From an optimization exercise on the open Yosys and OpenROAD flow, aimed at a short achievable clock period and few clock cycles per item; shortcuts taken in it are not production practice.
Only simulation tests tie the RTL to the original design; equivalence was not proved.
Power figures rest on the tool's default switching activity, not on a simulated workload.

fjord:
## RV32core
module  RV32core(
        input clk,   
        input rst,   
        output[31:0] imem_addr,
        input[31:0] imem_data,
        output dmem_en,
        output dmem_we,
        output[31:0] dmem_addr,
        output[31:0] dmem_wdata,
        input[31:0] dmem_rdata,
        output wb_en,
        output[4:0] wb_rd,
        output[31:0] wb_data
    );
Size in the first run: about 10000 cells after synthesis, ~1400 flip-flops, roughly 200 I/O pins, ~110000 um^2 of cells after synthesis.
==> flow/config.mk <==
export PLATFORM = sky130hd
export DESIGN_NAME = RV32core
export DESIGN_NICKNAME = RV32core
export VERILOG_FILES = /design/flow/design.v
export SDC_FILE = /design/flow/constraint.sdc
export NUM_CORES = 4
export LEC_CHECK = 0
export CAP_MARGIN = 20
export CORE_MARGIN = 2
export CORE_UTILIZATION = 30
export PLACE_DENSITY = 0.5
export SLEW_MARGIN = 20
export SYNTH_HIERARCHICAL = 1
==> flow/constraint.sdc <==
create_clock -name core_clock -period 100.0 [get_ports {clk}]
set_input_delay 20.0000 -clock core_clock [delete_from_list [all_inputs] [get_ports {clk}]]
set_output_delay 20.0000 -clock core_clock [all_outputs]
set_load 0.01 [all_outputs]
standard.sh (not shown) runs the stock make flow with config.mk's settings and CLKGATE_MAP_FILE= SYNTH_SCRIPT=/design/flow/synth_recipe.tcl, a recipe that flattens the netlist after the stock synthesis.
==> flow/flow/run.sh <==
#!/bin/bash
cp standard.sh standard_sh.txt
export SETUP_SLACK_MARGIN=79.3
export BUFFER_PORTS_ARGS="-buffer_cell sky130_fd_sc_hd__buf_4"
bash standard.sh > standard.log 2>&1
Testbench counts of fjord, summed over its fixed seeds: cycles 37,586, instrs 35,431.
The inputs of tundra differ from those of fjord as listed below.
-- flow/design.v --
<<< fjord, line 202
    wire[31:0] pc_next;
    wire xr_v = go & wrd & ~is_load & ~(is_div & div_long);
    FetchPD fpd(.fi(imem_data), .pc(pc), .pc_early(pc_early), .en(fetch_ok),
        .xr_v(xr_v), .xr_rd(rd), .xr_zero(res == 32'd0), .xr_neg(res[31]),
        .pc_next(pc_next), .pred(f_pred));
>>> tundra, line 202
    wire[31:0] pc_next;
    wire xr_v = go & wrd & ~is_load & ~(is_div & div_long);
    FetchPD fpd(.fi(imem_data), .pc(pc), .pc_early(pc_early), .en(fetch_ok), .rst(rst),
        .xr_v(xr_v), .xr_rd(rd), .xr_zero(res == 32'd0), .xr_neg(res[31]),
        .pc_next(pc_next), .pred(f_pred));
<<< fjord, line 234
            p1_wen <= 1'b0;
            p1_load <= 1'b0;
            m_en <= 1'b0;
            m_we <= 1'b0;
            w_en <= 1'b0;
        end else begin
            if (x_redir) begin
>>> tundra, line 234
            p1_wen <= 1'b0;
            p1_load <= 1'b0;
        end else begin
            if (x_redir) begin
<<< fjord, line 252
                p1_load <= 1'b0;
            end
            m_en <= go & (is_load | is_store);
            m_we <= go & is_store;
            w_en <= w_en_n;
        end
    end
    always @(posedge clk) begin
        pc <= rst ? 32'd0 : pc_next;
    end
    always @(posedge clk) begin
>>> tundra, line 249
                p1_load <= 1'b0;
            end
        end
    end
    always @(posedge clk) begin
        pc <= pc_next;
        m_en <= ~rst & go & (is_load | is_store);
        m_we <= ~rst & go & is_store;
        w_en <= ~rst & w_en_n;
    end
    always @(posedge clk) begin
<<< fjord, line 289
    input[31:0] pc_early,    
    input en,                
    input xr_v,              
    input[4:0] xr_rd,        
>>> tundra, line 286
    input[31:0] pc_early,    
    input en,                
    input rst,               
    input xr_v,              
    input[4:0] xr_rd,        
<<< fjord, line 299
    wire f_jalr0 = (fi[6:0] == 7'b1100111) & (fi[19:15] == 5'd0);
    wire f_br = fi[6:0] == 7'b1100011;
    wire[11:1] imm_j = {fi[20], fi[30:21]};                  
    wire[11:1] imm_b = {fi[7], fi[30:25], fi[11:8]};         
    wire[10:0] sj = pc[11:1] + imm_j;
    wire[10:0] sb = pc[11:1] + imm_b;
    wire er_hit = xr_v & (fi[24:20] == 5'd0) & (fi[19:15] == xr_rd);
    reg er_taken;
>>> tundra, line 297
    wire f_jalr0 = (fi[6:0] == 7'b1100111) & (fi[19:15] == 5'd0);
    wire f_br = fi[6:0] == 7'b1100011;
    localparam FW = 10;      
    wire[11:1] imm_j = {fi[20], fi[30:21]};                  
    wire[11:1] imm_b = {fi[7], fi[30:25], fi[11:8]};         
    wire[FW-1:1] sj = pc[FW-1:1] + imm_j[FW-1:1];
    wire[FW-1:1] sb = pc[FW-1:1] + imm_b[FW-1:1];
    wire er_hit = xr_v & (fi[24:20] == 5'd0) & (fi[19:15] == xr_rd);
    reg er_taken;
<<< fjord, line 318
    assign pred = f_jal | f_jalr0 | (f_br & br_pred);
    wire[31:0] ta = {{20{fi[31]}}, fi[31:21], 1'b0};
    wire sel_j = en & f_jal;
    wire sel_a = en & f_jalr0;
    wire sel_b = en & f_br & br_pred;
    wire sel_e = ~(sel_j | sel_a | sel_b);
    wire[31:0] tj = {pc[31:12], sj, 1'b0};
    wire[31:0] tb = {pc[31:12], sb, 1'b0};
    assign pc_next = ({32{sel_j}} & tj) | ({32{sel_b}} & tb) |
                     ({32{sel_a}} & ta) | ({32{sel_e}} & pc_early);
>>> tundra, line 317
    assign pred = f_jal | f_jalr0 | (f_br & br_pred);
    wire[31:0] ta = {{20{fi[31]}}, fi[31:21], 1'b0};
    wire en_r = en & ~rst;
    wire sel_j = en_r & f_jal;
    wire sel_a = en_r & f_jalr0;
    wire sel_b = en_r & f_br & br_pred;
    wire sel_e = ~rst & ~(sel_j | sel_a | sel_b);
    wire[31:0] tj = {pc[31:FW], sj, 1'b0};
    wire[31:0] tb = {pc[31:FW], sb, 1'b0};
    assign pc_next = ({32{sel_j}} & tj) | ({32{sel_b}} & tb) |
                     ({32{sel_a}} & ta) | ({32{sel_e}} & pc_early);
[summary]
In the final design statistics, tundra uses more standard cells in total than fjord. From fjord to tundra the numbers moved as follows: die footprint now larger; final instance area now sits at about the same level; post-synthesis instance area now larger; overall via count from detail_route has increased; cell internal power dissipation now sits higher. On fraction of area in multi-input gates, fjord tracks tundra almost exactly. Switching share of power (higher): tundra. On register cell area after layout, fjord and tundra are neck and neck. | synthesized cell count | higher: tundra |. Comparing the two runs side by side, tundra comes out ahead of fjord on slack of the critical path. tundra against fjord: diode insertion count for antenna repair now larger, power density over the cells now sits higher.
Testbench counts of tundra, summed over its fixed seeds: cycles 37,586, instrs 35,431.

[what the ideal ports hide]
No port has a modelled driver above. Below, the same layouts with a new extraction and two added sets of constraints.
Step 1 sets driving cells, clkbuf_16 on the clock port and buf_2 on the other inputs (assumed; they add their load-dependent delay and slew).
Step 2, shift: input delay + t, output delay - t, t = (earliest + latest rising clock arrival at the registers) / 2. This alone moves slack from input paths to output paths.
Three values: ideal ports, drivers, drivers and shift; two values: the first two.
| run | shift t [ns] | setup slack, ns | hold slack, ns |
|---|---|---|---|
| fjord | 0.977 | 78.591 / 78.484 / 77.796 | 0.491 / 0.491 / 0.491 |
| tundra | 0.960 | 78.658 / 78.556 / 77.955 | 0.454 / 0.454 / 0.454 |
After both steps setup and hold are still met in every run listed. The setup slack of fjord, which loses most, moves by -0.107 ns with the drivers and by -0.795 ns with both steps.
